Background: an optimization exercise with open tools, aiming at small area and a short achievable clock period. Do not read the settings as production practice.
Where RTL was checked, it was by simulation tests only, not by an equivalence proof against the original.
The RTL of run 1 was laid out without a check of its function.
No activity file was given, so power comes from the tool's default toggle rates.

$ cat design.v
module folding_2(Xn,Yn,a,b,clk,switch,rst);
input [15:0] Xn,a,b;
input clk,switch,rst;
output reg [15:0] Yn;
reg ph;                   
reg phn;                  
reg rq;                   
reg [7:0] bone, btwo, bneg;    
reg [15:0] yo;            
reg [15:0] h2, h3;        
reg [15:0] h4;            
reg [15:0] as_, ac;       
wire sh = phn | rq;       
genvar gk, gi;
wire [255:0] bpn;         
wire [7:0] negn = ~bneg;
wire [15:0] cn = rst ? 16'd0 : (switch ? b : a);    
wire [16:0] ce = {cn, 1'b0};
wire [7:0] eone, etwo, eneg;
generate for (gk = 0; gk < 8; gk = gk + 1) begin : g_bo
  assign eone[gk] = ce[2*gk+1] ^ ce[2*gk];
  assign etwo[gk] = (ce[2*gk+2] & ~ce[2*gk+1] & ~ce[2*gk]) | (~ce[2*gk+2] & ce[2*gk+1] & ce[2*gk]);
  assign eneg[gk] = ce[2*gk+2];
  bpp0 q0 (yo[0], bone[gk], bneg[gk], bpn[gk*16]);
  for (gi = 1; gi < 16 - 2*gk; gi = gi + 1) begin : g_bpi
    bpp q (yo[gi], yo[gi-1], bone[gk], btwo[gk], bneg[gk], bpn[gk*16 + gi]);
  end
end endgenerate
wire [15:0] asg = ~(as_ & {16{ph}});    
wire [15:0] acg = ~(ac & {16{ph}});
wire [15:0] tsn, tcn, ysum;
wire s1, k2;
wire s3, k4;
wire s5, k6;
wire s7, k8;
wire s9, k10;
wire s11, k12;
wire s13, k14;
wire s15, k16;
wire s17, k18;
wire s19, k20;
wire s21, k22;
wire s23, k24;
wire s25, k26;
wire s27, k28;
wire s29, k30;
wire s31, k32;
wire s33, k34;
wire s35, k36;
wire s37, k38;
wire s39, k40;
wire s41, k42;
wire s43, k44;
wire s45, k46;
wire s47, k48;
wire s49, k50;
wire s51, k52;
wire s53, k54;
wire s55, k56;
wire s57, k58;
wire s59, k60;
wire s61, k62;
wire s63, k64;
wire s65, k66;
wire s67, k68;
wire s69, k70;
wire s71, k72;
wire s73, k74;
wire s75, k76;
wire s77, k78;
wire s79, k80;
wire s81, k82;
wire s83, k84;
wire s85, k86;
wire s87, k88;
wire s89, k90;
wire s91, k92;
wire s93, k94;
wire s95, k96;
wire s97, k98;
wire s99, k100;
wire s101, k102;
wire s103, k104;
wire s105, k106;
wire s107, k108;
wire s109, k110;
wire s111, k112;
wire s113, k114;
wire s115, k116;
wire s117, k118;
wire s119, k120;
wire s121, k122;
wire s123, k124;
wire s125, k126;
wire s127, k128;
wire x129;
wire x130;
wire x131;
wire x132;
wire x133;
wire x134;
wire x135;
wire x136;
wire x137;
wire x138;
wire x139;
wire x140;
wire x141;
wire x142;
wire x143;
wire x144;
wire x145;
fa u0 (negn[0], asg[0], acg[0], s1, k2);
fa u1 (asg[1], acg[1], bpn[1], s3, k4);
fa u2 (negn[1], asg[2], acg[2], s5, k6);
fa u3 (bpn[2], bpn[16], s5, s7, k8);
fa u4 (asg[3], acg[3], bpn[3], s9, k10);
fa u5 (bpn[17], k6, s9, s11, k12);
fa u6 (negn[2], asg[4], acg[4], s13, k14);
fa u7 (bpn[4], bpn[18], bpn[32], s15, k16);
fa u8 (s13, k10, s15, s17, k18);
fa u9 (asg[5], acg[5], bpn[5], s19, k20);
fa u10 (bpn[19], bpn[33], k14, s21, k22);
fa u11 (k16, s19, s21, s23, k24);
fa u12 (negn[3], asg[6], acg[6], s25, k26);
fa u13 (bpn[6], bpn[20], bpn[34], s27, k28);
fa u14 (bpn[48], s25, k20, s29, k30);
fa u15 (s27, k22, s29, s31, k32);
fa u16 (asg[7], acg[7], bpn[7], s33, k34);
fa u17 (bpn[21], bpn[35], bpn[49], s35, k36);
fa u18 (k26, k28, s33, s37, k38);
fa u19 (s35, k30, s37, s39, k40);
fa u20 (negn[4], asg[8], acg[8], s41, k42);
fa u21 (bpn[8], bpn[22], bpn[36], s43, k44);
fa u22 (bpn[50], bpn[64], s41, s45, k46);
fa u23 (k34, k36, s43, s47, k48);
fa u24 (s45, k38, s47, s49, k50);
fa u25 (asg[9], acg[9], bpn[9], s51, k52);
fa u26 (bpn[23], bpn[37], bpn[51], s53, k54);
fa u27 (bpn[65], k42, k44, s55, k56);
fa u28 (s51, s53, k46, s57, k58);
fa u29 (k48, s55, s57, s59, k60);
fa u30 (negn[5], asg[10], acg[10], s61, k62);
fa u31 (bpn[10], bpn[24], bpn[38], s63, k64);
fa u32 (bpn[52], bpn[66], bpn[80], s65, k66);
fa u33 (s61, k52, k54, s67, k68);
fa u34 (s63, s65, k56, s69, k70);
fa u35 (s67, k58, s69, s71, k72);
fa u36 (asg[11], acg[11], bpn[11], s73, k74);
fa u37 (bpn[25], bpn[39], bpn[53], s75, k76);
fa u38 (bpn[67], bpn[81], k62, s77, k78);
fa u39 (k64, k66, s73, s79, k80);
fa u40 (s75, s77, k68, s81, k82);
fa u41 (s79, k70, s81, s83, k84);
fa u42 (negn[6], asg[12], acg[12], s85, k86);
fa u43 (bpn[12], bpn[26], bpn[40], s87, k88);
fa u44 (bpn[54], bpn[68], bpn[82], s89, k90);
fa u45 (bpn[96], s85, k74, s91, k92);
fa u46 (k76, s87, s89, s93, k94);
fa u47 (k78, k80, s91, s95, k96);
fa u48 (s93, k82, s95, s97, k98);
fa u49 (asg[13], acg[13], bpn[13], s99, k100);
fa u50 (bpn[27], bpn[41], bpn[55], s101, k102);
fa u51 (bpn[69], bpn[83], bpn[97], s103, k104);
fa u52 (k86, k88, k90, s105, k106);
fa u53 (s99, s101, s103, s107, k108);
fa u54 (k92, k94, s105, s109, k110);
fa u55 (s107, k96, s109, s111, k112);
fa u56 (negn[7], asg[14], acg[14], s113, k114);
fa u57 (bpn[14], bpn[28], bpn[42], s115, k116);
fa u58 (bpn[56], bpn[70], bpn[84], s117, k118);
fa u59 (bpn[98], bpn[112], s113, s119, k120);
fa u60 (k100, k102, k104, s121, k122);
fa u61 (s115, s117, s119, s123, k124);
fa u62 (k106, k108, s121, s125, k126);
fa u63 (s123, k110, s125, s127, k128);
xnr z0 (asg[15], acg[15], x129);
xnr z1 (x129, bpn[15], x130);
xnr z2 (bpn[29], bpn[43], x131);
xnr z3 (bpn[57], bpn[71], x132);
xnr z4 (bpn[85], bpn[99], x133);
xnr z5 (bpn[113], k114, x134);
xnr z6 (x130, x131, x135);
xnr z7 (x132, x133, x136);
xnr z8 (x134, k116, x137);
xnr z9 (k118, x135, x138);
xnr z10 (x136, x137, x139);
xnr z11 (k120, x138, x140);
xnr z12 (k122, x139, x141);
xnr z13 (x140, x141, x142);
xnr z14 (k124, x142, x143);
xnr z15 (k126, x143, x144);
xnr z16 (x144, k128, x145);
assign tsn = {x145, k112, k98, k84, k72, k60, k50, k40, k32, k24, k18, k12, k8, k4, k2, bpn[0]};
assign tcn = {1'b1, s127, s111, s97, s83, s71, s59, s49, s39, s31, s23, s17, s11, s7, s3, s1};
cpa u_cpa (as_, ac, h4, ysum);
always @(posedge clk) begin
  ph <= ~switch;
  phn <= switch;
  rq <= rst;
  bone <= eone;
  btwo <= etwo;
  bneg <= eneg;
  yo <= sh ? h2 : h4;
  as_ <= ~tsn;
  ac <= ~tcn;
  h4 <= phn ? h3 : Xn;
  if (sh) begin
    Yn <= (rst | rq) ? 16'd0 : ysum;
    h2 <= Yn;
    h3 <= h2;
  end
end
endmodule
module fa (a, b, c, s, co);
input a, b, c;
output s, co;
assign s = a ^ b ^ c;
assign co = (a & b) | (a & c) | (b & c);
endmodule
module xnr (an, bn, sn);
input an, bn;
output sn;
assign sn = ~(an ^ bn);
endmodule
module bpp (y1, y0, one, two, neg, pn);
input y1, y0, one, two, neg;
output pn;
assign pn = ~(((y1 & one) | (y0 & two)) ^ neg);
endmodule
module bpp0 (y1, one, neg, pn);
input y1, one, neg;
output pn;
assign pn = ~((y1 & one) ^ neg);
endmodule
module cpa (s, c, x, y);
input [15:0] s, c, x;
output [15:0] y;
wire [15:0] rs, rc;
fa v0 (s[0], c[0], x[0], rs[0], rc[0]);
fa v1 (s[1], c[1], x[1], rs[1], rc[1]);
fa v2 (s[2], c[2], x[2], rs[2], rc[2]);
fa v3 (s[3], c[3], x[3], rs[3], rc[3]);
fa v4 (s[4], c[4], x[4], rs[4], rc[4]);
fa v5 (s[5], c[5], x[5], rs[5], rc[5]);
fa v6 (s[6], c[6], x[6], rs[6], rc[6]);
fa v7 (s[7], c[7], x[7], rs[7], rc[7]);
fa v8 (s[8], c[8], x[8], rs[8], rc[8]);
fa v9 (s[9], c[9], x[9], rs[9], rc[9]);
fa v10 (s[10], c[10], x[10], rs[10], rc[10]);
fa v11 (s[11], c[11], x[11], rs[11], rc[11]);
fa v12 (s[12], c[12], x[12], rs[12], rc[12]);
fa v13 (s[13], c[13], x[13], rs[13], rc[13]);
fa v14 (s[14], c[14], x[14], rs[14], rc[14]);
fa v15 (s[15], c[15], x[15], rs[15], );
assign rc[15] = 1'b0;
wire p0 = rs[0] ^ 1'b0;
wire g0 = rs[0] & 1'b0;
wire p1 = rs[1] ^ rc[0];
wire g1 = rs[1] & rc[0];
wire p2 = rs[2] ^ rc[1];
wire g2 = rs[2] & rc[1];
wire p3 = rs[3] ^ rc[2];
wire g3 = rs[3] & rc[2];
wire p4 = rs[4] ^ rc[3];
wire g4 = rs[4] & rc[3];
wire p5 = rs[5] ^ rc[4];
wire g5 = rs[5] & rc[4];
wire p6 = rs[6] ^ rc[5];
wire g6 = rs[6] & rc[5];
wire p7 = rs[7] ^ rc[6];
wire g7 = rs[7] & rc[6];
wire p8 = rs[8] ^ rc[7];
wire g8 = rs[8] & rc[7];
wire p9 = rs[9] ^ rc[8];
wire g9 = rs[9] & rc[8];
wire p10 = rs[10] ^ rc[9];
wire g10 = rs[10] & rc[9];
wire p11 = rs[11] ^ rc[10];
wire g11 = rs[11] & rc[10];
wire p12 = rs[12] ^ rc[11];
wire g12 = rs[12] & rc[11];
wire p13 = rs[13] ^ rc[12];
wire g13 = rs[13] & rc[12];
wire p14 = rs[14] ^ rc[13];
wire g14 = rs[14] & rc[13];
wire p15 = rs[15] ^ rc[14];
wire g15 = rs[15] & rc[14];
wire G0_1 = g1 | (p1 & g0);
wire G0_3 = g3 | (p3 & g2);
wire P0_3 = p3 & p2;
wire G0_5 = g5 | (p5 & g4);
wire P0_5 = p5 & p4;
wire G0_7 = g7 | (p7 & g6);
wire P0_7 = p7 & p6;
wire G0_9 = g9 | (p9 & g8);
wire P0_9 = p9 & p8;
wire G0_11 = g11 | (p11 & g10);
wire P0_11 = p11 & p10;
wire G0_13 = g13 | (p13 & g12);
wire P0_13 = p13 & p12;
wire G0_15 = g15 | (p15 & g14);
wire P0_15 = p15 & p14;
wire G1_2 = g2 | (p2 & G0_1);
wire G1_3 = G0_3 | (P0_3 & G0_1);
wire G1_6 = g6 | (p6 & G0_5);
wire P1_6 = p6 & P0_5;
wire G1_7 = G0_7 | (P0_7 & G0_5);
wire P1_7 = P0_7 & P0_5;
wire G1_10 = g10 | (p10 & G0_9);
wire P1_10 = p10 & P0_9;
wire G1_11 = G0_11 | (P0_11 & G0_9);
wire P1_11 = P0_11 & P0_9;
wire G1_14 = g14 | (p14 & G0_13);
wire P1_14 = p14 & P0_13;
wire G1_15 = G0_15 | (P0_15 & G0_13);
wire P1_15 = P0_15 & P0_13;
wire G2_4 = g4 | (p4 & G1_3);
wire G2_5 = G0_5 | (P0_5 & G1_3);
wire G2_6 = G1_6 | (P1_6 & G1_3);
wire G2_7 = G1_7 | (P1_7 & G1_3);
wire G2_12 = g12 | (p12 & G1_11);
wire P2_12 = p12 & P1_11;
wire G2_13 = G0_13 | (P0_13 & G1_11);
wire P2_13 = P0_13 & P1_11;
wire G2_14 = G1_14 | (P1_14 & G1_11);
wire P2_14 = P1_14 & P1_11;
wire G2_15 = G1_15 | (P1_15 & G1_11);
wire P2_15 = P1_15 & P1_11;
wire G3_8 = g8 | (p8 & G2_7);
wire G3_9 = G0_9 | (P0_9 & G2_7);
wire G3_10 = G1_10 | (P1_10 & G2_7);
wire G3_11 = G1_11 | (P1_11 & G2_7);
wire G3_12 = G2_12 | (P2_12 & G2_7);
wire G3_13 = G2_13 | (P2_13 & G2_7);
wire G3_14 = G2_14 | (P2_14 & G2_7);
wire G3_15 = G2_15 | (P2_15 & G2_7);
assign y = {p15, p14, p13, p12, p11, p10, p9, p8, p7, p6, p5, p4, p3, p2, p1, p0} ^ {G3_14, G3_13, G3_12, G3_11, G3_10, G3_9, G3_8, G2_7, G2_6, G2_5, G2_4, G1_3, G1_2, G0_1, g0, 1'b0};
endmodule
$ cat flow/run.sh
#!/bin/bash
# Own flow: the standard ORFS flow (standard.sh) with two changes:
#  - ports are buffered with sky130_fd_sc_hd__buf_1 (the resizer upsizes them where timing needs it)
#  - CTS uses clkbuf_4/clkbuf_8 and inserts no dummy loads
# Every tool's output goes to standard.log in the work folder (ORFS also keeps its own logs in orfs/logs).
set -euo pipefail
export BUFFER_PORTS_ARGS="-buffer_cell sky130_fd_sc_hd__buf_1"
export CTS_ARGS="-sink_clustering_enable -repair_clock_nets -dont_use_dummy_load -buf_list {sky130_fd_sc_hd__clkbuf_4 sky130_fd_sc_hd__clkbuf_8}"
bash standard.sh > standard.log 2>&1
$ cat standard.sh
#!/bin/bash
# synth_recipe.tcl (not shown) runs the flow's synth.tcl, then flattens the netlist and writes it again
# the make line also repeats each setting of config.mk as NAME=value (left out here)
make -C /OpenROAD-flow-scripts/flow DESIGN_CONFIG=/design/flow/config.mk WORK_HOME=/design/flow/orfs CLKGATE_MAP_FILE= SYNTH_SCRIPT=/design/flow/synth_recipe.tcl "${@:-finish}"
$ cat config.mk
export PLATFORM = sky130hd
export DESIGN_NAME = folding_2
export DESIGN_NICKNAME = folding_2
export VERILOG_FILES = /design/flow/design.v
export SDC_FILE = /design/flow/constraint.sdc
export NUM_CORES = 4
export LEC_CHECK = 0
export ABC_CLOCK_PERIOD_IN_PS = 3000
export CAP_MARGIN = 20
export CORE_MARGIN = 2
export CORE_UTILIZATION = 40
export CTS_BUF_LIST = sky130_fd_sc_hd__clkbuf_4 sky130_fd_sc_hd__clkbuf_8
export SETUP_SLACK_MARGIN = 5
export SLEW_MARGIN = 20
export SYNTH_HIERARCHICAL = 1
export SYNTH_MINIMUM_KEEP_SIZE = 0
$ cat constraint.sdc
create_clock -name core_clock -period 8.0 [get_ports {clk}]
set_input_delay 1.6000 -clock core_clock [delete_from_list [all_inputs] [get_ports {clk}]]
set_output_delay 1.6000 -clock core_clock [all_outputs]
set_load 0.01 [all_outputs]
==> impl_metrics.env, run 1 <==
export IMPL_timing_critical_path_from_type="register"
export IMPL_synthesis_area_per_instance_sq_um=12.5
export IMPL_synth_area_mux_share_pct=6.78
export IMPL_crit_required_ps=8340
export IMPL_vias=5422
export IMPL_synth_simple_area_share_pct=6.44
export IMPL_outcome="complete, no violations"
export IMPL_synth_top_family_by_area="adder cells"
export IMPL_synth_largest_area_cell="sky130_fd_sc_hd__dfxtp_1"
export IMPL_layout_filler_cells=1896
export IMPL_yosys_area_share_xor_xnor_pct=10.9
export IMPL_finalWirelength_microns=19000
export IMPL_cell_by_cell_listing_of_the_critical_path="buf_4 -> a22oi_2 -> xor2_1 -> fa_1 -> fa_1 -> fa_1 -> fa_1 -> inv_1"
export IMPL_design_core_area_sq_um=20900
export IMPL_cpPeakStageDelay_ps=490
export IMPL_routed_wire_length_per_instance_microns=17.3
export IMPL_synth_adder_area_share_pct=21.7
export IMPL_synthDominantCellAreaShare_pct=21.3
export IMPL_cp_data_arrival_time_ps=3260
export IMPL_drc_errors_left=0
export IMPL_max_clock_path_buffers=2
export IMPL_syn_to_final_growth_pct=17.9
export IMPL_grt_ovfl_total=0
export IMPL_cts_sink_count=138
export IMPL_clock_insertion_delay_at_the_later_pin_of_the_skew_report_ps=450
export IMPL_cts_hold_fix_buffers=0
export IMPL_worstSetupPathType="reg -> reg"
export IMPL_placement_io_buffers=66
export IMPL_via_count_of_the_first_global_routing_pass=5645
export IMPL_pwr_density_cell_nw_per_um2=404
export IMPL_drv_max_cap_violation_count=0
export IMPL_antenna_cells=0
export IMPL_crit_family="adder cells"
export IMPL_detail_route_antenna_nets=0
export IMPL_slew_limit_headroom_pct=33.3
export IMPL_synth_async_reset_ratio_pct=0
export IMPL_grt_antenna_before_repair=0
export IMPL_final_util_pct=47.8
export IMPL_synth_compound_gate_area_share_pct=12.6
export IMPL_synth_top_cells_by_area="sky130_fd_sc_hd__dfxtp_1 (21%), sky130_fd_sc_hd__fa_1 (20%), sky130_fd_sc_hd__edfxtp_1 (17%)"
export IMPL_post_route_min_period_ps=2920
export IMPL_fin_skew_ps=30.1
export IMPL_fin_tns_setup_ps=0
export IMPL_numPlacedInstances=1006
export IMPL_synthesized_netlist_cell_count=677
export IMPL_cp_num_buf_inv=2
export IMPL_synth_edf_count=48
export IMPL_rsz_0062_raised_after_global_routing="true"
export IMPL_path_max_fanout=10
export IMPL_clkSlewWorstSetupHoldPaths_ps=80
export IMPL_globalRouteTotalUtil_pct=17.4
export IMPL_cts_root_buffer_cell="sky130_fd_sc_hd__clkbuf_8"
export IMPL_yosys_warnings=7
export IMPL_grt_start_max_net_pins=34
export IMPL_top_level_ports=67
export IMPL_clock_tree_from_tritoncts="yes"
export IMPL_worstSetupEndpointType="register"
export IMPL_synth_lib_cells_used_distinct=43
export IMPL_postSynthRegisterBits=138
export IMPL_initial_utilization_pct=40.5
export IMPL_numCtsBuffers=17
export IMPL_rrSetupSlack_ps=5080
export IMPL_dieHeight_microns=150
export IMPL_worst_path_max_delay_cell="sky130_fd_sc_hd__fa_1"
export IMPL_firstDrtPassIters=4
export IMPL_design_final_nets=969
export IMPL_grt_first_pass_wirelength_microns=29700
export IMPL_most_common_cell_in_the_netlist="sky130_fd_sc_hd__dfxtp_1"
export IMPL_worst_hold_slack_ps=437
export IMPL_globalplace_congestion=0.833
export IMPL_vias_per_cell=4.96
export IMPL_placement_setup_worst_slack_ps=4480
export IMPL_vdd_ir_drop_max_mv=0.222
export IMPL_p_leak_uw=0.00384
export IMPL_synth_seq_area_share_pct=38.3
export IMPL_worst_pin_slew_ps=1000
export IMPL_setup_viol=0
export IMPL_drtIter0Drc=225
export IMPL_htree_levels=4
export IMPL_finalHoldViolations=0
export IMPL_achievable_frequency_ghz=0.342
export IMPL_post_route_cells_drive_above_1_share_pct=30.3
export IMPL_post_dp_hpwl_microns=13600
export IMPL_syn_area_sq_um=8470
export IMPL_yosys_most_used_dff="sky130_fd_sc_hd__dfxtp_1"
export IMPL_min_path_type="reg -> reg"
export IMPL_final_instance_count_excl_fill=1094
export IMPL_timing_critical_path_mode_cell="sky130_fd_sc_hd__fa_1"
export IMPL_final_min_period_over_clock_period_pct=36.5
export IMPL_netlist_top_cells_count="sky130_fd_sc_hd__dfxtp_1 (90), sky130_fd_sc_hd__fa_1 (83), sky130_fd_sc_hd__xor2_1 (81), sky130_fd_sc_hd__a22oi_2 (64), sky130_fd_sc_hd__inv_1 (51)"
export IMPL_number_of_max_slew_violations_in_the_final_report=0
export IMPL_fin_ws_ps=5080
export IMPL_die_area_sq_um=22400
export IMPL_num_rows=53
export IMPL_die_width_microns=150
[path summary, 6_finish.rpt]
path / cells past startpoint / start / to
hold / removal: 0 / Yn[3] / h2[3]
setup reg to reg: 8 / bone[0] / ac[12]
setup / recovery: 8 / bone[0] / ac[12]
hold reg to reg: 0 / Yn[3] / h2[3]
[per-stage QoR]
step,area [sq um],total power (uW)
final,9980,4040
after global routing,9980,4420
after CTS,9300,3880
after detailed placement,9010,3430
after global placement,9010,3340
after floorplan,8480,2910
[modules after synthesis (local to each module, per instance)]
module,area (sq um),copies in the design,flops+latches,cells
cpa,626,1,0,80
fa,20.0,80,0,1
bpp0,12.5,8,0,2
folding_2,4630,1,138,356
xnr,8.76,17,0,1
bpp,21.3,64,0,2
[area by class of cell]
| class | instances | area (sq um) | share of cell area (%) |
|---|---|---|---|
| Timing Repair Buffer | 140 | 822 | 8.24 |
| Sequential cell | 138 | 3330 | 33.4 |
| Inverter | 51 | 193 | 1.93 |
| Clock buffer | 17 | 234 | 2.34 |
| Multi-Input combinational cell | 473 | 5060 | 50.7 |
| Tap cell | 275 | 344 | 3.45 |
[state kept, by name, indices dropped and copies added, names as in the netlist, 15 cells and up]
| name | cells |
|---|---|
| as_ | 16 |
| h2 | 16 |
| Yn | 16 |
| h3 | 16 |
| yo | 16 |
| h4 | 16 |
| ac | 15 |
[what timing repair did]
action	CTS	global route
pin swaps	1	14
buffers inserted	0	71
setup endpoints to repair	41	6
resized for setup	30	36
[routing by layer]
metal,share of wire (%),wire length [microns],global-route usage [%]
met4,1.6,304,4.81
met1,44,8380,22.7
met5,0,0,0
met3,4.0,763,4.15
met2,50,9500,28.9
[cell usage in the layout (no fill, tap or decap), types with 32 or more instances in the layout]
cell	count
sky130_fd_sc_hd__edfxtp_1	48
sky130_fd_sc_hd__buf_4	72
sky130_fd_sc_hd__a22oi_2	64
sky130_fd_sc_hd__inv_1	50
sky130_fd_sc_hd__dfxtp_1	58
sky130_fd_sc_hd__fa_1	79
sky130_fd_sc_hd__xor2_1	74
sky130_fd_sc_hd__buf_1	64
sky130_fd_sc_hd__nand2_1	43
sky130_fd_sc_hd__mux2_2	32
[power breakdown]
part	internal (uW)	switching (uW)
clock network	186	223
logic	1180	1180
registers	1020	246
total	2380	1650
[logic make-up after synthesis]
family	count (synthesis)
flip-flops	138
AND/OR/NAND/NOR	115
XOR/XNOR	105
AO/OA/AOI/OAI	101
adder cells (fa/ha/maj)	97
buffers and inverters	66
multiplexers	53
other	2
==> run 2: changes to the inputs <==
--- a/design.v
+++ b/design.v
@@ -7,9 +7,9 @@
 reg rq;                   
 reg [7:0] bone, btwo, bneg;    
 reg [15:0] yo;            
-reg [15:0] h2, h3;        
-reg [15:0] h4;            
+reg [15:0] h2, h3, h4;    
 reg [15:0] as_, ac;       
+reg [15:0] xr;            
 wire sh = phn | rq;       
 genvar gk, gi;
 wire [255:0] bpn;         
@@ -193,7 +193,7 @@
 xnr z16 (x144, k128, x145);
 assign tsn = {x145, k112, k98, k84, k72, k60, k50, k40, k32, k24, k18, k12, k8, k4, k2, bpn[0]};
 assign tcn = {1'b1, s127, s111, s97, s83, s71, s59, s49, s39, s31, s23, s17, s11, s7, s3, s1};
-cpa u_cpa (as_, ac, h4, ysum);
+cpa u_cpa (as_, ac, xr, ysum);
 always @(posedge clk) begin
   ph <= ~switch;
   phn <= switch;
@@ -204,11 +204,12 @@
   yo <= sh ? h2 : h4;
   as_ <= ~tsn;
   ac <= ~tcn;
-  h4 <= phn ? h3 : Xn;
+  xr <= Xn;
   if (sh) begin
     Yn <= (rst | rq) ? 16'd0 : ysum;
     h2 <= Yn;
     h3 <= h2;
+    h4 <= h3;
   end
 end
 endmodule
--- a/flow/run.sh
+++ b/flow/run.sh
@@ -5,5 +5,5 @@
 # Every tool's output goes to standard.log in the work folder (ORFS also keeps its own logs in orfs/logs).
 set -euo pipefail
 export BUFFER_PORTS_ARGS="-buffer_cell sky130_fd_sc_hd__buf_1"
-export CTS_ARGS="-sink_clustering_enable -repair_clock_nets -dont_use_dummy_load -buf_list {sky130_fd_sc_hd__clkbuf_4 sky130_fd_sc_hd__clkbuf_8}"
+export CTS_ARGS="-sink_clustering_enable -sink_clustering_size 40 -sink_clustering_max_diameter 150 -repair_clock_nets -dont_use_dummy_load -buf_list {sky130_fd_sc_hd__clkbuf_4 sky130_fd_sc_hd__clkbuf_8}"
 bash standard.sh > standard.log 2>&1
==> impl_metrics.env, run 2 <==
export IMPL_outcome="complete, no violations"
export IMPL_finalHoldViolations=0
export IMPL_post_route_cells_drive_above_1_share_pct=21.7
export IMPL_most_frequent_standard_cell_in_the_layout_excluding_fill_and_tap_cells="sky130_fd_sc_hd__fa_1"
export IMPL_rsz_0062_raised_after_global_routing="true"
export IMPL_crit_required_ps=8330
export IMPL_via_count_of_the_first_global_routing_pass=5634
export IMPL_syn_to_final_growth_pct=12.1
export IMPL_synthDominantCellAreaShare_pct=22.0
export IMPL_grt_met1_usage_pct=21.9
export IMPL_fin_tns_setup_ps=0
export IMPL_clock_insertion_delay_at_the_later_pin_of_the_skew_report_ps=450
export IMPL_synth_edf_count=64
export IMPL_placement_io_buffers=66
export IMPL_globalplace_congestion=0.826
export IMPL_synth_top_cells_by_area="sky130_fd_sc_hd__edfxtp_1 (22%), sky130_fd_sc_hd__dfxtp_1 (21%), sky130_fd_sc_hd__fa_1 (19%)"
export IMPL_cp_data_arrival_time_ps=3300
export IMPL_slew_limit_headroom_pct=47.5
export IMPL_post_route_min_period_ps=2970
export IMPL_layout_filler_cells=1997
export IMPL_placement_setup_worst_slack_ps=4490
export IMPL_p_int_uw=2330
export IMPL_vdd_ir_drop_max_mv=0.214
export IMPL_synth_largest_area_cell="sky130_fd_sc_hd__edfxtp_1"
export IMPL_power_switching_fraction_pct=40.4
export IMPL_setup_viol=0
export IMPL_drc_errors_left=0
export IMPL_global_route_peak_usage_layer="met2"
export IMPL_worst_pin_slew_ps=788
export IMPL_initial_utilization_pct=40.5
export IMPL_grt_ovfl_total=0
export IMPL_postSynthRegisterBits=154
export IMPL_synthesis_area_per_instance_sq_um=13.0
export IMPL_yosys_warnings=7
export IMPL_grt_first_pass_wirelength_microns=29200
export IMPL_fin_skew_ps=26.8
export IMPL_worstSetupEndpointType="register"
export IMPL_crit_family="adder cells"
export IMPL_netlist_top_cells_count="sky130_fd_sc_hd__dfxtp_1 (90), sky130_fd_sc_hd__fa_1 (83), sky130_fd_sc_hd__xor2_1 (81), sky130_fd_sc_hd__a22oi_2 (64), sky130_fd_sc_hd__edfxtp_1 (64)"
export IMPL_met3_usage_pct=3.59
export IMPL_pwr_density_cell_nw_per_um2=398
export IMPL_synthesized_netlist_cell_count=675
export IMPL_globalRouteTotalUtil_pct=16.2
export IMPL_design_core_area_sq_um=21600
export IMPL_cts_sink_count=154
export IMPL_groute_layer_met2_usage_pct=26.4
export IMPL_achievable_frequency_ghz=0.336
export IMPL_post_dp_hpwl_microns=13500
export IMPL_top_level_ports=67
export IMPL_drtIter0Drc=241
export IMPL_max_clock_path_buffers=2
export IMPL_cell_by_cell_listing_of_the_critical_path="a22oi_2 -> xor2_1 -> fa_1 -> fa_1 -> fa_1 -> fa_1 -> xnor2_1 -> inv_1"
export IMPL_grt_start_max_net_pins=65
export IMPL_timing_critical_path_mode_cell="sky130_fd_sc_hd__fa_1"
export IMPL_rrSetupSlack_ps=5030
export IMPL_vias=5214
export IMPL_die_area_sq_um=23100
export IMPL_min_path_type="reg -> reg"
export IMPL_cp_num_buf_inv=1
export IMPL_most_common_cell_in_the_netlist="sky130_fd_sc_hd__dfxtp_1"
export IMPL_grt_antenna_before_repair=0
export IMPL_dieHeight_microns=152
export IMPL_synth_async_reset_ratio_pct=0
export IMPL_vias_per_cell=4.98
export IMPL_cts_root_buffer_cell="sky130_fd_sc_hd__clkbuf_8"
export IMPL_final_cell_mix="sky130_fd_sc_hd__fa_1 (81), sky130_fd_sc_hd__xor2_1 (78), sky130_fd_sc_hd__buf_1 (65), sky130_fd_sc_hd__edfxtp_1 (64), sky130_fd_sc_hd__a22oi_2 (64)"
export IMPL_clkSlewWorstSetupHoldPaths_ps=80
export IMPL_design_final_nets=916
export IMPL_timing_critical_path_from_type="register"
export IMPL_drv_max_cap_violation_count=0
export IMPL_syn_area_sq_um=8750
export IMPL_cts_hold_fix_buffers=0
export IMPL_die_width_microns=152
export IMPL_worst_path_max_delay_cell="sky130_fd_sc_hd__dfxtp_4"
export IMPL_numCtsBuffers=17
export IMPL_fin_ws_ps=5030
export IMPL_number_of_max_slew_violations_in_the_final_report=0
export IMPL_worstSetupPathType="reg -> reg"
export IMPL_p_leak_uw=0.00366
export IMPL_finalWirelength_microns=18300
export IMPL_synth_seq_area_share_pct=42.5
export IMPL_final_min_period_over_clock_period_pct=37.2
export IMPL_synth_lib_cells_used_distinct=42
export IMPL_final_util_pct=45.4
export IMPL_sequentialPowerShare_pct=35.2
export IMPL_p_comb_share_pct=53.7
export IMPL_firstDrtPassIters=4
export IMPL_cpPeakStageDelay_ps=560
export IMPL_routed_wire_length_per_instance_microns=17.5
export IMPL_clock_tree_from_tritoncts="yes"
export IMPL_num_rows=54
export IMPL_htree_levels=4
export IMPL_worst_hold_slack_ps=413
export IMPL_detail_route_antenna_nets=0
export IMPL_path_max_fanout=15
export IMPL_antenna_cells=0
export IMPL_power_net_switching_uw=1580
export IMPL_p_clk_share_pct=11.2
export IMPL_yosys_most_used_dff="sky130_fd_sc_hd__dfxtp_1"
run 2: changes by cell type after synthesis:
cell                       delta
sky130_fd_sc_hd__buf_2        -1
sky130_fd_sc_hd__nor2_2       +1
sky130_fd_sc_hd__nor2_4       -1
sky130_fd_sc_hd__mux2_2      -16
sky130_fd_sc_hd__edfxtp_1    +16
sky130_fd_sc_hd__buf_4        -1
run 2: area by class of cell:
type | count | area (sq um) | share of cell area, %
multi-input cells | 457 | 4820 | 49.1
flip-flops and latches | 154 | 3800 | 38.8
repair buffers | 87 | 414 | 4.22
well taps | 280 | 350 | 3.57
clock buffers | 17 | 234 | 2.38
inverters | 51 | 191 | 1.95
run 2: worst paths after layout:
kind / to / cells past startpoint / from
setup / recovery: as_[15] / 8 / yo[1]
hold / removal: h4[14] / 0 / h3[14]
setup reg to reg: as_[15] / 8 / yo[1]
hold reg to reg: h4[14] / 0 / h3[14]
run 2: timing repair:
| item | in CTS | in global routing |
|---|---|---|
| endpoints found under the setup margin | 15 | 4 |
| pin swaps | 1 | 4 |
| setup buffers | 10 | 6 |
| gates cloned | 0 | 0 |
| resized for setup | 37 | 14 |
run 2: kinds of logic (layout without fill, tap and decap cells):
| logic type | after synthesis | in the layout | share of synthesized area, % |
|---|---|---|---|
| buffers and inverters | 64 | 155 | 3.04 |
| other | 2 | 2 | 0.0858 |
| multiplexers | 37 | 37 | 4.50 |
| flip-flops | 154 | 154 | 42.5 |
| AND/OR/NAND/NOR | 115 | 115 | 6.18 |
| XOR/XNOR | 105 | 105 | 10.5 |
| AO/OA/AOI/OAI | 101 | 101 | 12.2 |
| adder cells (fa/ha/maj) | 97 | 97 | 21.0 |
run 2: Yosys stat by module, one instance, submodules excluded:
module / copies in the design / cells inside
xnr: 17 / 1
bpp: 64 / 2
fa: 80 / 1
folding_2: 1 / 354
bpp0: 8 / 2
cpa: 1 / 80
run 2: per-stage QoR:
| step | power [uW] | area (sq um) | instances |
|---|---|---|---|
| after CTS | 3940 | 9720 | 1040 |
| after floorplan | 2940 | 8760 | 675 |
| final | 3910 | 9810 | 1046 |
| after detailed placement | 3450 | 9330 | 1013 |
| after global placement | 3370 | 9320 | 1013 |
| after global routing | 4250 | 9810 | 1046 |
run 2: power groups by stage:
stage | logic (uW) | clock network (uW) | registers (uW)
2_1_floorplan | 1610 | 0 | 1330
3_3_place_gp | 1990 | 0 | 1380
3_5_place_dp | 2070 | 0 | 1390
4_1_cts | 2110 | 453 | 1380
5_1_grt | 2360 | 484 | 1410
6_report | 2100 | 437 | 1370
run 2: metal layers:
metal | vias to the layer above | wire [microns]
met4 | 0 | 209
met1 | 2606 | 8260
met2 | 127 | 8960
met3 | 10 | 870
met5 | - | 0
li1 | 2471 | -
==> run 3: changes to the inputs <==
--- a/design.v
+++ b/design.v
@@ -7,13 +7,12 @@
 reg rq;                   
 reg [7:0] bone, btwo, bneg;    
 reg [15:0] yo;            
-reg [15:0] h2, h3, h4;    
+reg [15:0] h2, h3;        
+reg [15:0] h4;            
 reg [15:0] as_, ac;       
-reg [15:0] xr;            
 wire sh = phn | rq;       
 genvar gk, gi;
 wire [255:0] bpn;         
-wire [7:0] negn = ~bneg;
 wire [15:0] cn = rst ? 16'd0 : (switch ? b : a);    
 wire [16:0] ce = {cn, 1'b0};
 wire [7:0] eone, etwo, eneg;
@@ -26,9 +25,9 @@
     bpp q (yo[gi], yo[gi-1], bone[gk], btwo[gk], bneg[gk], bpn[gk*16 + gi]);
   end
 end endgenerate
-wire [15:0] asg = ~(as_ & {16{ph}});    
-wire [15:0] acg = ~(ac & {16{ph}});
-wire [15:0] tsn, tcn, ysum;
+wire [15:0] asg = as_ & {16{ph}};       
+wire [15:0] acg = ac & {16{ph}};
+wire [15:0] tsn, tcn, ysum;    
 wire s1, k2;
 wire s3, k4;
 wire s5, k6;
@@ -110,19 +109,19 @@
 wire x143;
 wire x144;
 wire x145;
-fa u0 (negn[0], asg[0], acg[0], s1, k2);
+fa u0 (bneg[0], asg[0], acg[0], s1, k2);
 fa u1 (asg[1], acg[1], bpn[1], s3, k4);
-fa u2 (negn[1], asg[2], acg[2], s5, k6);
+fa u2 (bneg[1], asg[2], acg[2], s5, k6);
 fa u3 (bpn[2], bpn[16], s5, s7, k8);
 fa u4 (asg[3], acg[3], bpn[3], s9, k10);
 fa u5 (bpn[17], k6, s9, s11, k12);
-fa u6 (negn[2], asg[4], acg[4], s13, k14);
+fa u6 (bneg[2], asg[4], acg[4], s13, k14);
 fa u7 (bpn[4], bpn[18], bpn[32], s15, k16);
 fa u8 (s13, k10, s15, s17, k18);
 fa u9 (asg[5], acg[5], bpn[5], s19, k20);
 fa u10 (bpn[19], bpn[33], k14, s21, k22);
 fa u11 (k16, s19, s21, s23, k24);
-fa u12 (negn[3], asg[6], acg[6], s25, k26);
+fa u12 (bneg[3], asg[6], acg[6], s25, k26);
 fa u13 (bpn[6], bpn[20], bpn[34], s27, k28);
 fa u14 (bpn[48], s25, k20, s29, k30);
 fa u15 (s27, k22, s29, s31, k32);
@@ -130,7 +129,7 @@
 fa u17 (bpn[21], bpn[35], bpn[49], s35, k36);
 fa u18 (k26, k28, s33, s37, k38);
 fa u19 (s35, k30, s37, s39, k40);
-fa u20 (negn[4], asg[8], acg[8], s41, k42);
+fa u20 (bneg[4], asg[8], acg[8], s41, k42);
 fa u21 (bpn[8], bpn[22], bpn[36], s43, k44);
 fa u22 (bpn[50], bpn[64], s41, s45, k46);
 fa u23 (k34, k36, s43, s47, k48);
@@ -140,7 +139,7 @@
 fa u27 (bpn[65], k42, k44, s55, k56);
 fa u28 (s51, s53, k46, s57, k58);
 fa u29 (k48, s55, s57, s59, k60);
-fa u30 (negn[5], asg[10], acg[10], s61, k62);
+fa u30 (bneg[5], asg[10], acg[10], s61, k62);
 fa u31 (bpn[10], bpn[24], bpn[38], s63, k64);
 fa u32 (bpn[52], bpn[66], bpn[80], s65, k66);
 fa u33 (s61, k52, k54, s67, k68);
@@ -152,7 +151,7 @@
 fa u39 (k64, k66, s73, s79, k80);
 fa u40 (s75, s77, k68, s81, k82);
 fa u41 (s79, k70, s81, s83, k84);
-fa u42 (negn[6], asg[12], acg[12], s85, k86);
+fa u42 (bneg[6], asg[12], acg[12], s85, k86);
 fa u43 (bpn[12], bpn[26], bpn[40], s87, k88);
 fa u44 (bpn[54], bpn[68], bpn[82], s89, k90);
 fa u45 (bpn[96], s85, k74, s91, k92);
@@ -166,7 +165,7 @@
 fa u53 (s99, s101, s103, s107, k108);
 fa u54 (k92, k94, s105, s109, k110);
 fa u55 (s107, k96, s109, s111, k112);
-fa u56 (negn[7], asg[14], acg[14], s113, k114);
+fa u56 (bneg[7], asg[14], acg[14], s113, k114);
 fa u57 (bpn[14], bpn[28], bpn[42], s115, k116);
 fa u58 (bpn[56], bpn[70], bpn[84], s117, k118);
 fa u59 (bpn[98], bpn[112], s113, s119, k120);
@@ -192,8 +191,8 @@
 xnr z15 (k126, x143, x144);
 xnr z16 (x144, k128, x145);
 assign tsn = {x145, k112, k98, k84, k72, k60, k50, k40, k32, k24, k18, k12, k8, k4, k2, bpn[0]};
-assign tcn = {1'b1, s127, s111, s97, s83, s71, s59, s49, s39, s31, s23, s17, s11, s7, s3, s1};
-cpa u_cpa (as_, ac, xr, ysum);
+assign tcn = {1'b0, s127, s111, s97, s83, s71, s59, s49, s39, s31, s23, s17, s11, s7, s3, s1};
+cpa u_cpa (as_, ac, h4, ysum);
 always @(posedge clk) begin
   ph <= ~switch;
   phn <= switch;
@@ -202,14 +201,13 @@
   btwo <= etwo;
   bneg <= eneg;
   yo <= sh ? h2 : h4;
-  as_ <= ~tsn;
-  ac <= ~tcn;
-  xr <= Xn;
+  as_ <= tsn;
+  ac <= tcn;
+  h4 <= phn ? h3 : Xn;
   if (sh) begin
     Yn <= (rst | rq) ? 16'd0 : ysum;
     h2 <= Yn;
     h3 <= h2;
-    h4 <= h3;
   end
 end
 endmodule
@@ -222,17 +220,17 @@
 module xnr (an, bn, sn);
 input an, bn;
 output sn;
-assign sn = ~(an ^ bn);
+assign sn = an ^ bn;
 endmodule
 module bpp (y1, y0, one, two, neg, pn);
 input y1, y0, one, two, neg;
 output pn;
-assign pn = ~(((y1 & one) | (y0 & two)) ^ neg);
+assign pn = ((y1 & one) | (y0 & two)) ^ neg;
 endmodule
 module bpp0 (y1, one, neg, pn);
 input y1, one, neg;
 output pn;
-assign pn = ~((y1 & one) ^ neg);
+assign pn = (y1 & one) ^ neg;
 endmodule
 module cpa (s, c, x, y);
 input [15:0] s, c, x;
==> flow/run.sh (replaced) <==
#!/bin/bash
# Own flow: the standard ORFS flow (standard.sh) with two changes:
#  - ports are buffered with sky130_fd_sc_hd__buf_1 (the resizer upsizes them where timing needs it)
#  - CTS uses clkbuf_4/clkbuf_8 and inserts no dummy loads
# Every tool's output goes to standard.log in the work folder (ORFS also keeps its own logs in orfs/logs).
set -euo pipefail
export BUFFER_PORTS_ARGS="-buffer_cell sky130_fd_sc_hd__buf_1"
export CTS_ARGS="-sink_clustering_enable -repair_clock_nets -dont_use_dummy_load -buf_list {sky130_fd_sc_hd__clkbuf_4 sky130_fd_sc_hd__clkbuf_8}"
bash standard.sh > standard.log 2>&1
--- a/config.mk
+++ b/config.mk
@@ -9,8 +9,8 @@
 export CAP_MARGIN = 20
 export CORE_MARGIN = 2
 export CORE_UTILIZATION = 40
-export CTS_BUF_LIST = sky130_fd_sc_hd__clkbuf_4 sky130_fd_sc_hd__clkbuf_8
 export SETUP_SLACK_MARGIN = 5
 export SLEW_MARGIN = 20
 export SYNTH_HIERARCHICAL = 1
 export SYNTH_MINIMUM_KEEP_SIZE = 0
+export TNS_END_PERCENT = 0
==> impl_metrics.env, run 3 <==
export IMPL_area_of_all_placed_cells_without_fillers_sq_um=9440
export IMPL_via_count_of_the_first_global_routing_pass=5309
export IMPL_p_comb_share_pct=54.8
export IMPL_worstSetupEndpointType="register"
export IMPL_finalHoldViolations=0
export IMPL_antenna_cells=0
export IMPL_final_cell_mix="sky130_fd_sc_hd__fa_1 (83), sky130_fd_sc_hd__xnor2_1 (75), sky130_fd_sc_hd__buf_1 (65), sky130_fd_sc_hd__a22oi_2 (64), sky130_fd_sc_hd__dfxtp_1 (62)"
export IMPL_finalWirelength_microns=17200
export IMPL_dieHeight_microns=149
export IMPL_grt_antenna_before_repair=0
export IMPL_cpPeakStageDelay_ps=510
export IMPL_p_clk_share_pct=11.0
export IMPL_clkSlewWorstSetupHoldPaths_ps=70
export IMPL_synth_async_reset_ratio_pct=0
export IMPL_design_core_area_sq_um=20800
export IMPL_post_route_cells_drive_above_1_share_pct=24.7
export IMPL_fin_skew_ps=29.8
export IMPL_worst_path_max_delay_cell="sky130_fd_sc_hd__dfxtp_2"
export IMPL_clock_insertion_delay_at_the_later_pin_of_the_skew_report_ps=440
export IMPL_most_frequent_standard_cell_in_the_layout_excluding_fill_and_tap_cells="sky130_fd_sc_hd__fa_1"
export IMPL_number_of_max_slew_violations_in_the_final_report=0
export IMPL_sequentialPowerShare_pct=34.2
export IMPL_vdd_ir_drop_max_mv=0.158
export IMPL_fin_ws_ps=5090
export IMPL_cts_root_buffer_cell="sky130_fd_sc_hd__clkbuf_8"
export IMPL_routed_wire_length_per_instance_microns=17.0
export IMPL_slew_limit_headroom_pct=31.2
export IMPL_fin_tns_setup_ps=0
export IMPL_detailed_place_area_sq_um=8970
export IMPL_globalRouteTotalUtil_pct=16.4
export IMPL_cts_sink_count=138
export IMPL_p_int_uw=2200
export IMPL_grt_ovfl_total=0
export IMPL_p_leak_uw=0.00353
export IMPL_most_common_cell_in_the_netlist="sky130_fd_sc_hd__dfxtp_1"
export IMPL_firstDrtPassIters=4
export IMPL_timing_critical_path_mode_cell="sky130_fd_sc_hd__fa_1"
export IMPL_max_clock_path_buffers=2
export IMPL_design_final_nets=884
export IMPL_globalplace_congestion=0.866
export IMPL_min_path_type="reg -> reg"
export IMPL_synth_seq_area_share_pct=38.5
export IMPL_drv_max_cap_violation_count=0
export IMPL_yosys_warnings=7
export IMPL_outcome="complete, no violations"
export IMPL_crit_family="adder cells"
export IMPL_numPlacedInstances=971
export IMPL_synth_top_cells_by_area="sky130_fd_sc_hd__dfxtp_1 (21%), sky130_fd_sc_hd__fa_1 (20%), sky130_fd_sc_hd__edfxtp_1 (17%)"
export IMPL_die_width_microns=149
export IMPL_synth_lib_cells_used_distinct=44
export IMPL_drc_errors_left=0
export IMPL_netlist_top_cells_count="sky130_fd_sc_hd__dfxtp_1 (90), sky130_fd_sc_hd__fa_1 (83), sky130_fd_sc_hd__xnor2_1 (75), sky130_fd_sc_hd__a22oi_2 (64), sky130_fd_sc_hd__and2_1 (52)"
export IMPL_synthDominantCellAreaShare_pct=21.4
export IMPL_post_dp_hpwl_microns=12900
export IMPL_top_level_ports=67
export IMPL_syn_to_final_growth_pct=12.1
export IMPL_initial_utilization_pct=40.5
export IMPL_worstSetupPathType="reg -> reg"
export IMPL_power_net_switching_uw=1530
export IMPL_setup_viol=0
export IMPL_path_max_fanout=9
export IMPL_die_area_sq_um=22200
export IMPL_htree_levels=4
export IMPL_postSynthRegisterBits=138
export IMPL_rrSetupSlack_ps=5090
export IMPL_vias_per_cell=4.99
export IMPL_power_switching_fraction_pct=41.0
export IMPL_cp_data_arrival_time_ps=3220
export IMPL_synthesis_area_per_instance_sq_um=13.1
export IMPL_timing_critical_path_from_type="register"
export IMPL_placement_setup_worst_slack_ps=4640
export IMPL_final_instance_count_excl_fill=1009
export IMPL_detail_route_antenna_nets=0
export IMPL_synthesized_netlist_cell_count=641
export IMPL_crit_required_ps=8320
export IMPL_num_rows=53
export IMPL_drtIter0Drc=308
export IMPL_synth_edf_count=48
export IMPL_vias=5039
export IMPL_placement_io_buffers=66
export IMPL_cp_num_buf_inv=0
export IMPL_clock_tree_from_tritoncts="yes"
export IMPL_pwr_density_cell_nw_per_um2=394
export IMPL_post_route_min_period_ps=2910
export IMPL_final_min_period_over_clock_period_pct=36.4
export IMPL_worst_pin_slew_ps=1030
export IMPL_grt_first_pass_wirelength_microns=28000
export IMPL_yosys_most_used_dff="sky130_fd_sc_hd__dfxtp_1"
export IMPL_rsz_0062_raised_after_global_routing="true"
export IMPL_numCtsBuffers=17
export IMPL_synth_largest_area_cell="sky130_fd_sc_hd__dfxtp_1"
export IMPL_grt_start_max_net_pins=49
export IMPL_cell_by_cell_listing_of_the_critical_path="a22oi_2 -> xnor2_1 -> fa_1 -> fa_1 -> fa_1 -> fa_1 -> xor2_1"
export IMPL_syn_area_sq_um=8430
export IMPL_achievable_frequency_ghz=0.344
-- run 3: changes by cell type after synthesis, sizes merged, moves of 31 or more --
cell   delta
inv      -43
xor2     -51
and2     +31
nand2    -31
xnor2    +51
-- run 3: kinds of logic (layout without fill, tap and decap cells) --
family | count (synthesis) | in the layout | synth area share [%]
flops | 138 | 138 | 38.5
compound gates | 106 | 106 | 12.9
other cells | 1 | 2 | 0.0445
mux | 53 | 53 | 6.82
simple gates | 117 | 117 | 7.60
xor+xnor | 105 | 105 | 10.9
buf+inv | 24 | 116 | 1.46
fa+ha+maj | 97 | 97 | 21.8
-- run 3: timing repair --
action,CTS,global route
endpoints found under the setup margin,12,7
pin swaps,0,3
resized for setup,25,19
hold buffers,0,0
buffers inserted,0,21
cloned,0,0
-- run 3: layout make-up --
| cell class | instances | area, sq um |
|---|---|---|
| clock buffers | 17 | 234 |
| well taps | 275 | 344 |
| repair buffers | 91 | 437 |
| multi-input cells | 480 | 5070 |
| inverters | 8 | 30.0 |
| fillers | 1921 | 11400 |
| flip-flops and latches | 138 | 3330 |
-- run 3: worst paths after layout --
path / startpoint / end / depth (start not counted)
setup / recovery: btwo[3] / as_[15] / 7
hold / removal: Yn[9] / h2[9] / 0
setup reg to reg: btwo[3] / as_[15] / 7
hold reg to reg: Yn[9] / h2[9] / 0
-- run 3: routing by layer --
| metal | share of wire, % | vias up | global-route usage [%] |
|---|---|---|---|
| met2 | 46 | 99 | 25.3 |
| met1 | 48 | 2507 | 22.6 |
| met3 | 4.1 | 18 | 3.85 |
| met5 | 0 | - | 0 |
| li1 | - | 2415 | - |
| met4 | 2.0 | 0 | 5.90 |
-- run 3: modules after synthesis (local to each module, per instance) --
module / flip-flops and latches / cells inside / area [sq um] / copies in the design
folding_2: 138 / 316 / 4560 / 1
bpp: 0 / 2 / 21.3 / 64
cpa: 0 / 84 / 656 / 1
fa: 0 / 1 / 20.0 / 80
bpp0: 0 / 2 / 12.5 / 8
xnr: 0 / 1 / 8.76 / 17
-- run 3: power by group through the flow --
| stage | registers, uW | clock network, uW | logic, uW |
|---|---|---|---|
| floorplan | 1210 | 0 | 1580 |
| global placement | 1270 | 0 | 1950 |
| detailed placement | 1280 | 0 | 2020 |
| CTS | 1270 | 425 | 2040 |
| global route | 1310 | 457 | 2320 |
| finish | 1270 | 409 | 2040 |
-- run 3: stage by stage --
stage | hold WS [ps] | power, uW | utilization, %
floorplan | 422 | 2790 | -
global placement | 426 | 3230 | 43.1
detailed placement | 434 | 3300 | 43.1
CTS | 450 | 3740 | 44.4
global route | 461 | 4090 | 45.3
finish | 451 | 3720 | 45.3
==> run 4: changes to the inputs <==
--- a/config.mk
+++ b/config.mk
@@ -5,6 +5,7 @@
 export SDC_FILE = /design/flow/constraint.sdc
 export NUM_CORES = 4
 export LEC_CHECK = 0
+export ABC_AREA = 1
 export ABC_CLOCK_PERIOD_IN_PS = 3000
 export CAP_MARGIN = 20
 export CORE_MARGIN = 2
@@ -13,4 +14,3 @@
 export SLEW_MARGIN = 20
 export SYNTH_HIERARCHICAL = 1
 export SYNTH_MINIMUM_KEEP_SIZE = 0
-export TNS_END_PERCENT = 0
==> impl_metrics.env, run 4 <==
export IMPL_finalWirelength_microns=21100
export IMPL_clock_insertion_delay_at_the_later_pin_of_the_skew_report_ps=450
export IMPL_fin_skew_ps=37.1
export IMPL_worst_pin_slew_ps=782
export IMPL_synth_edf_count=48
export IMPL_number_of_max_slew_violations_in_the_final_report=0
export IMPL_layout_filler_cells=2302
export IMPL_outcome="complete, no violations"
export IMPL_synth_top_family_by_area="simple AND/OR/NAND/NOR gates"
export IMPL_yosys_most_used_dff="sky130_fd_sc_hd__dfxtp_1"
export IMPL_die_width_microns=156
export IMPL_synth_largest_area_cell="sky130_fd_sc_hd__nand2_1"
export IMPL_p_leak_uw=0.00546
export IMPL_post_dp_hpwl_microns=15900
export IMPL_syn_to_final_growth_pct=9.01
export IMPL_firstDrtPassIters=5
export IMPL_die_area_sq_um=24400
export IMPL_finalHoldViolations=0
export IMPL_post_route_cells_drive_above_1_share_pct=4.75
export IMPL_num_rows=55
export IMPL_timing_critical_path_from_type="register"
export IMPL_synth_adder_area_share_pct=19.8
export IMPL_rsz_0062_raised_after_global_routing="true"
export IMPL_design_core_area_sq_um=22700
export IMPL_max_clock_path_buffers=2
export IMPL_antenna_cells=0
export IMPL_synthesis_area_per_instance_sq_um=7.26
export IMPL_vias=7498
export IMPL_cts_sink_count=138
export IMPL_placement_io_buffers=66
export IMPL_grt_ovfl_total=0
export IMPL_synth_compound_gate_area_share_pct=0.757
export IMPL_synth_lib_cells_used_distinct=30
export IMPL_synthDominantCellAreaShare_pct=26.5
export IMPL_postSynthRegisterBits=138
export IMPL_drv_max_cap_violation_count=0
export IMPL_vias_per_cell=4.59
export IMPL_pwr_density_cell_nw_per_um2=347
export IMPL_yosys_area_share_xor_xnor_pct=0.473
export IMPL_grt_antenna_before_repair=0
export IMPL_final_cell_mix="sky130_fd_sc_hd__nand2_1 (654), sky130_fd_sc_hd__inv_1 (192), sky130_fd_sc_hd__nand3_1 (92), sky130_fd_sc_hd__fa_1 (83), sky130_fd_sc_hd__dfxtp_1 (67)"
export IMPL_globalRouteTotalUtil_pct=18.2
export IMPL_most_frequent_standard_cell_in_the_layout_excluding_fill_and_tap_cells="sky130_fd_sc_hd__nand2_1"
export IMPL_synth_async_reset_ratio_pct=0
export IMPL_htree_levels=4
export IMPL_fin_tns_setup_ps=0
export IMPL_numCtsBuffers=17
export IMPL_grt_start_max_net_pins=52
export IMPL_area_of_combinational_cells_with_multiple_inputs_sq_um=5190
export IMPL_synth_area_mux_share_pct=0
export IMPL_achievable_frequency_ghz=0.344
export IMPL_design_final_nets=1497
export IMPL_clkSlewWorstSetupHoldPaths_ps=70
export IMPL_via_count_of_the_first_global_routing_pass=7044
export IMPL_cts_root_buffer_cell="sky130_fd_sc_hd__clkbuf_8"
export IMPL_yosys_warnings=7
export IMPL_worstSetupEndpointType="register"
export IMPL_post_route_min_period_ps=2900
export IMPL_vdd_ir_drop_max_mv=0.145
export IMPL_dieHeight_microns=156
export IMPL_synthesized_netlist_cell_count=1276
export IMPL_synth_seq_area_share_pct=35.0
export IMPL_drtIter0Drc=370
export IMPL_netlist_top_cells_count="sky130_fd_sc_hd__nand2_1 (654), sky130_fd_sc_hd__inv_1 (192), sky130_fd_sc_hd__nand3_1 (92), sky130_fd_sc_hd__dfxtp_1 (90), sky130_fd_sc_hd__fa_1 (83)"
export IMPL_clock_tree_from_tritoncts="yes"
export IMPL_routed_wire_length_per_instance_microns=12.9
export IMPL_top_level_ports=67
export IMPL_drc_errors_left=0
export IMPL_initial_utilization_pct=40.8
export IMPL_syn_area_sq_um=9260
export IMPL_globalplace_congestion=0.827
export IMPL_crit_required_ps=8340
export IMPL_most_common_cell_in_the_netlist="sky130_fd_sc_hd__nand2_1"
export IMPL_cp_data_arrival_time_ps=3250
export IMPL_worstSetupPathType="reg -> reg"
export IMPL_slew_limit_headroom_pct=47.5
export IMPL_fin_total_pwr_uw=3510
export IMPL_synth_simple_area_share_pct=34.9
export IMPL_synth_top_cells_by_area="sky130_fd_sc_hd__nand2_1 (27%), sky130_fd_sc_hd__dfxtp_1 (19%), sky130_fd_sc_hd__fa_1 (18%)"
export IMPL_final_min_period_over_clock_period_pct=36.3
export IMPL_sequential_cell_area_sq_um=3280
export IMPL_grt_first_pass_wirelength_microns=34500
export IMPL_path_max_fanout=31
export IMPL_setup_viol=0
export IMPL_detail_route_antenna_nets=0
export IMPL_min_path_type="reg -> reg"
## run 4: cells by family after synthesis
family	Yosys count
adders and majority gates	97
DFF	138
xor gates and xnor gates	5
other	1
AOI/OAI and AO/OA	11
buffers and inverters	215
and+or+nand+nor	809
## run 4: worst max-delay path: stages (launching register included)
cell and delay, ps:
sky130_fd_sc_hd__dfxtp_1 350, sky130_fd_sc_hd__buf_8 240, sky130_fd_sc_hd__nand2_1 120, sky130_fd_sc_hd__inv_1 100, sky130_fd_sc_hd__fa_1 440, sky130_fd_sc_hd__fa_1 510
sky130_fd_sc_hd__fa_1 450, sky130_fd_sc_hd__fa_1 450, sky130_fd_sc_hd__nand2_1 80, sky130_fd_sc_hd__nand2_1 50
## run 4: metrics by stage
| stage | area, sq um | hold WS [ps] | util, % | instances | setup WS [ps] |
|---|---|---|---|---|---|
| floorplan | 9270 | 415 | - | 1278 | 5030 |
| global placement | 9810 | 423 | 43.2 | 1615 | 4750 |
| detailed placement | 9810 | 425 | 43.2 | 1615 | 4670 |
| CTS | 10100 | 434 | 44.3 | 1632 | 5020 |
| global route | 10100 | 442 | 44.5 | 1632 | 5000 |
| finish | 10100 | 428 | 44.5 | 1632 | 5100 |
## run 4: path summary, 6_finish.rpt
path / endpoint / cells past startpoint / startpoint / slack [ps]
min: h4[13] / 2 / h3[13] / 430
min reg2reg: h4[13] / 2 / h3[13] / 430
max: as_[15] / 9 / ph / 5100
max reg2reg: as_[15] / 9 / ph / 5100
## run 4: layer usage
metal  part of all wire [%]  track usage, %  up-vias
met5                      0               0        -
met4                    1.5            4.41        0
met3                    3.1            3.00       20
met2                     48            31.5      131
met1                     48            24.0     3397
li1                       -               -     3950
## run 4: what timing repair did
action	in CTS	in global routing
hold buffers	0	0
resized for setup	16	13
setup endpoints to repair	10	5
buffers inserted	0	0
## run 4: layout make-up
| type | count | area share, % |
|---|---|---|
| multi-input cells | 925 | 51.4 |
| repair buffers | 71 | 2.90 |
| flip-flops and latches | 138 | 32.5 |
| clock buffers | 17 | 2.32 |
| well taps | 285 | 3.53 |
| inverters | 196 | 7.29 |
## run 4: per-module statistics from Yosys, one instance, submodules excluded
| module | cells inside | copies in the design |
|---|---|---|
| bpp0 | 5 | 8 |
| folding_2 | 501 | 1 |
| fa | 1 | 80 |
| xnr | 5 | 17 |
| cpa | 122 | 1 |
| bpp | 7 | 64 |
## run 4: where the power goes
part           switching, uW  internal (uW)
combinational           1100            772
sequential               233            985
clock                    230            187
total                   1560           1940
==> run 5: changes to the inputs <==
--- a/config.mk
+++ b/config.mk
@@ -5,11 +5,11 @@
 export SDC_FILE = /design/flow/constraint.sdc
 export NUM_CORES = 4
 export LEC_CHECK = 0
-export ABC_AREA = 1
 export ABC_CLOCK_PERIOD_IN_PS = 3000
 export CAP_MARGIN = 20
 export CORE_MARGIN = 2
 export CORE_UTILIZATION = 40
+export CTS_BUF_LIST = sky130_fd_sc_hd__clkbuf_4 sky130_fd_sc_hd__clkbuf_8
 export SETUP_SLACK_MARGIN = 5
 export SLEW_MARGIN = 20
 export SYNTH_HIERARCHICAL = 1
==> impl_metrics.env, run 5 <==
export IMPL_vdd_ir_drop_max_mv=0.158
export IMPL_pwr_density_cell_nw_per_um2=394
export IMPL_number_of_max_slew_violations_in_the_final_report=0
export IMPL_top_level_ports=67
export IMPL_grt_ovfl_total=0
export IMPL_globalRouteTotalUtil_pct=16.4
export IMPL_dieHeight_microns=149
export IMPL_slew_limit_headroom_pct=31.2
export IMPL_layout_filler_cells=1921
export IMPL_clock_insertion_delay_at_the_later_pin_of_the_skew_report_ps=440
export IMPL_final_instance_count_excl_fill=1009
export IMPL_design_final_nets=884
export IMPL_max_clock_path_buffers=2
export IMPL_post_route_min_period_ps=2910
export IMPL_syn_to_final_growth_pct=12.1
export IMPL_yosys_most_used_dff="sky130_fd_sc_hd__dfxtp_1"
export IMPL_cts_sink_count=138
export IMPL_fin_ws_ps=5090
export IMPL_grt_start_max_net_pins=49
export IMPL_grt_first_pass_wirelength_microns=28000
export IMPL_most_common_cell_in_the_netlist="sky130_fd_sc_hd__dfxtp_1"
export IMPL_initial_utilization_pct=40.5
export IMPL_worstSetupPathType="reg -> reg"
export IMPL_yosys_warnings=7
export IMPL_die_area_sq_um=22200
export IMPL_syn_area_sq_um=8430
export IMPL_min_path_type="reg -> reg"
export IMPL_drc_errors_left=0
export IMPL_outcome="complete, no violations"
export IMPL_worst_hold_slack_ps=451
export IMPL_finalHoldViolations=0
export IMPL_numCtsBuffers=17
export IMPL_worstSetupEndpointType="register"
export IMPL_htree_levels=4
export IMPL_fin_skew_ps=29.8
export IMPL_timing_critical_path_from_type="register"
export IMPL_setup_viol=0
export IMPL_num_rows=53
export IMPL_firstDrtPassIters=4
export IMPL_path_max_fanout=9
export IMPL_synthesized_netlist_cell_count=641
export IMPL_rsz_0062_raised_after_global_routing="true"
export IMPL_crit_required_ps=8320
export IMPL_post_dp_hpwl_microns=12900
export IMPL_drv_max_cap_violation_count=0
export IMPL_detail_route_antenna_nets=0
export IMPL_die_width_microns=149
export IMPL_netlist_top_cells_count="sky130_fd_sc_hd__dfxtp_1 (90), sky130_fd_sc_hd__fa_1 (83), sky130_fd_sc_hd__xnor2_1 (75), sky130_fd_sc_hd__a22oi_2 (64), sky130_fd_sc_hd__and2_1 (52)"
export IMPL_synthDominantCellAreaShare_pct=21.4
export IMPL_placement_io_buffers=66
export IMPL_postSynthRegisterBits=138
export IMPL_globalplace_congestion=0.866
export IMPL_routed_wire_length_per_instance_microns=17.0
export IMPL_design_core_area_sq_um=20800
export IMPL_vias_per_cell=4.99
export IMPL_most_frequent_standard_cell_in_the_layout_excluding_fill_and_tap_cells="sky130_fd_sc_hd__fa_1"
export IMPL_numPlacedInstances=971
export IMPL_fin_tns_setup_ps=0
export IMPL_synthesis_area_per_instance_sq_um=13.1
export IMPL_p_leak_uw=0.00353
export IMPL_vias=5039
export IMPL_clkSlewWorstSetupHoldPaths_ps=70
export IMPL_synth_seq_area_share_pct=38.5
export IMPL_synth_edf_count=48
export IMPL_synth_top_cells_by_area="sky130_fd_sc_hd__dfxtp_1 (21%), sky130_fd_sc_hd__fa_1 (20%), sky130_fd_sc_hd__edfxtp_1 (17%)"
export IMPL_antenna_cells=0
export IMPL_synth_async_reset_ratio_pct=0
export IMPL_via_count_of_the_first_global_routing_pass=5309
export IMPL_synth_lib_cells_used_distinct=44
export IMPL_cp_data_arrival_time_ps=3220
export IMPL_clock_tree_from_tritoncts="yes"
export IMPL_post_route_cells_drive_above_1_share_pct=24.7
export IMPL_final_cell_mix="sky130_fd_sc_hd__fa_1 (83), sky130_fd_sc_hd__xnor2_1 (75), sky130_fd_sc_hd__buf_1 (65), sky130_fd_sc_hd__a22oi_2 (64), sky130_fd_sc_hd__dfxtp_1 (62)"
export IMPL_grt_antenna_before_repair=0
export IMPL_finalWirelength_microns=17200
export IMPL_achievable_frequency_ghz=0.344
export IMPL_final_min_period_over_clock_period_pct=36.4
export IMPL_worst_pin_slew_ps=1030
export IMPL_synth_largest_area_cell="sky130_fd_sc_hd__dfxtp_1"
export IMPL_cts_root_buffer_cell="sky130_fd_sc_hd__clkbuf_8"
export IMPL_placement_setup_worst_slack_ps=4640
export IMPL_drtIter0Drc=308
export IMPL_cts_hold_fix_buffers=0
==> run 5: cell type report <==
class                   count  area, sq um  area share, %
clock buffers              17          234           2.48
inverters                   8         30.0          0.318
multi-input cells         480         5070           53.7
flip-flops and latches    138         3330           35.2
well taps                 275          344           3.64
repair buffers             91          437           4.62
==> run 5: stage by stage <==
stage / utilization, % / power [uW] / instance area [sq um]
after floorplan: - / 2790 / 8440
after global placement: 43.1 / 3230 / 8970
after detailed placement: 43.1 / 3300 / 8970
after CTS: 44.4 / 3740 / 9250
after global routing: 45.3 / 4090 / 9440
final: 45.3 / 3720 / 9440
==> run 5: path summary, 6_finish.rpt <==
path                                end  cells after the start     from  slack (ps)
worst min-delay path              h2[9]                      0    Yn[9]         450
worst max register to register  as_[15]                      7  btwo[3]        5090
worst max-delay path            as_[15]                      7  btwo[3]        5090
worst min register to register    h2[9]                      0    Yn[9]         450
==> run 5: cell families (layout without fill, tap and decap cells) <==
logic type	count (synthesis)	after routing	synth area share [%]
muxes	53	53	6.82
and+or+nand+nor	117	117	7.60
adders and majority gates	97	97	21.8
xor gates and xnor gates	105	105	10.9
other	1	2	0.0445
AOI/OAI and AO/OA	106	106	12.9
buffers and inverters	24	116	1.46
DFF	138	138	38.5
==> run 5: where the power goes <==
group          internal (uW)  total [uW]  switching, uW
logic                    995        2040           1050
registers               1010        1270            257
clock network            187         409            222
total                   2200        3720           1530
==> run 5: worst max-delay path, cell delays in order, from the launching register on <==
cell,delay (ps)
sky130_fd_sc_hd__dfxtp_2,510
sky130_fd_sc_hd__a22oi_2,90
sky130_fd_sc_hd__xnor2_1,240
sky130_fd_sc_hd__fa_1,480
sky130_fd_sc_hd__fa_1,420
sky130_fd_sc_hd__fa_1,480
sky130_fd_sc_hd__fa_1,380
sky130_fd_sc_hd__xor2_1,170
==> run 5: layer usage <==
layer | wire length, microns | share of wire [%] | vias up | track usage, %
li1 | - | - | 2415 | -
met1 | 8270 | 48 | 2507 | 22.6
met2 | 7850 | 46 | 99 | 25.3
met3 | 708 | 4.1 | 18 | 3.85
met4 | 346 | 2.0 | 0 | 5.90
met5 | 0 | 0 | - | 0
==> run 5: repair_timing <==
action	CTS	global route
resized for setup	25	19
setup buffers	0	21
cloned	0	0
pin swaps	0	3
endpoints found under the setup margin	12	7
==> run 5: Yosys stat by module (local to each module, per instance) <==
module	flops+latches	cells	copies in the design	cell area (sq um)
folding_2	138	316	1	4560
cpa	0	84	1	656
bpp	0	2	64	21.3
fa	0	1	80	20.0
bpp0	0	2	8	12.5
xnr	0	1	17	8.76

## separate check: timing with driven ports
No port has a modelled driver above. Below, the same layouts with a new extraction and two added sets of constraints.
Step 1 (the two cells are an assumption about what drives the block):
set clk [get_ports {clk}]
set_driving_cell -lib_cell sky130_fd_sc_hd__clkbuf_16 $clk
set_driving_cell -lib_cell sky130_fd_sc_hd__buf_2 [delete_from_list [all_inputs] $clk]
Step 2 times the ports against the registers' clock, not the clock port: input delays grow and output delays shrink by t, the midpoint of the rising clock arrivals with the driver on.
Slacks: ideal / step 1 / step 2; pairs: ideal / step 1.
| run | shift t [ns] | setup slack, ns | worst hold slack (ns) | worst register clock-pin slew, ns |
|---|---|---|---|---|
| run 1 | 0.482 | 5.080 / 5.080 / 4.847 | 0.437 / 0.437 / 0.437 | 0.08 / 0.08 |
| run 2 | 0.481 | 5.026 / 5.026 / 4.865 | 0.413 / 0.413 / 0.413 | 0.08 / 0.08 |
| run 3 | 0.466 | 5.091 / 5.091 / 4.873 | 0.451 / 0.451 / 0.451 | 0.08 / 0.08 |
| run 4 | 0.476 | 5.095 / 5.095 / 4.896 | 0.428 / 0.428 / 0.428 | 0.09 / 0.09 |
| run 5 | 0.466 | 5.091 / 5.091 / 4.873 | 0.451 / 0.451 / 0.451 | 0.08 / 0.08 |
After both steps every run listed still meets setup and hold. For run 1, which loses most, drivers alone change the setup slack by 0.000 ns; drivers and shift together by -0.233 ns.
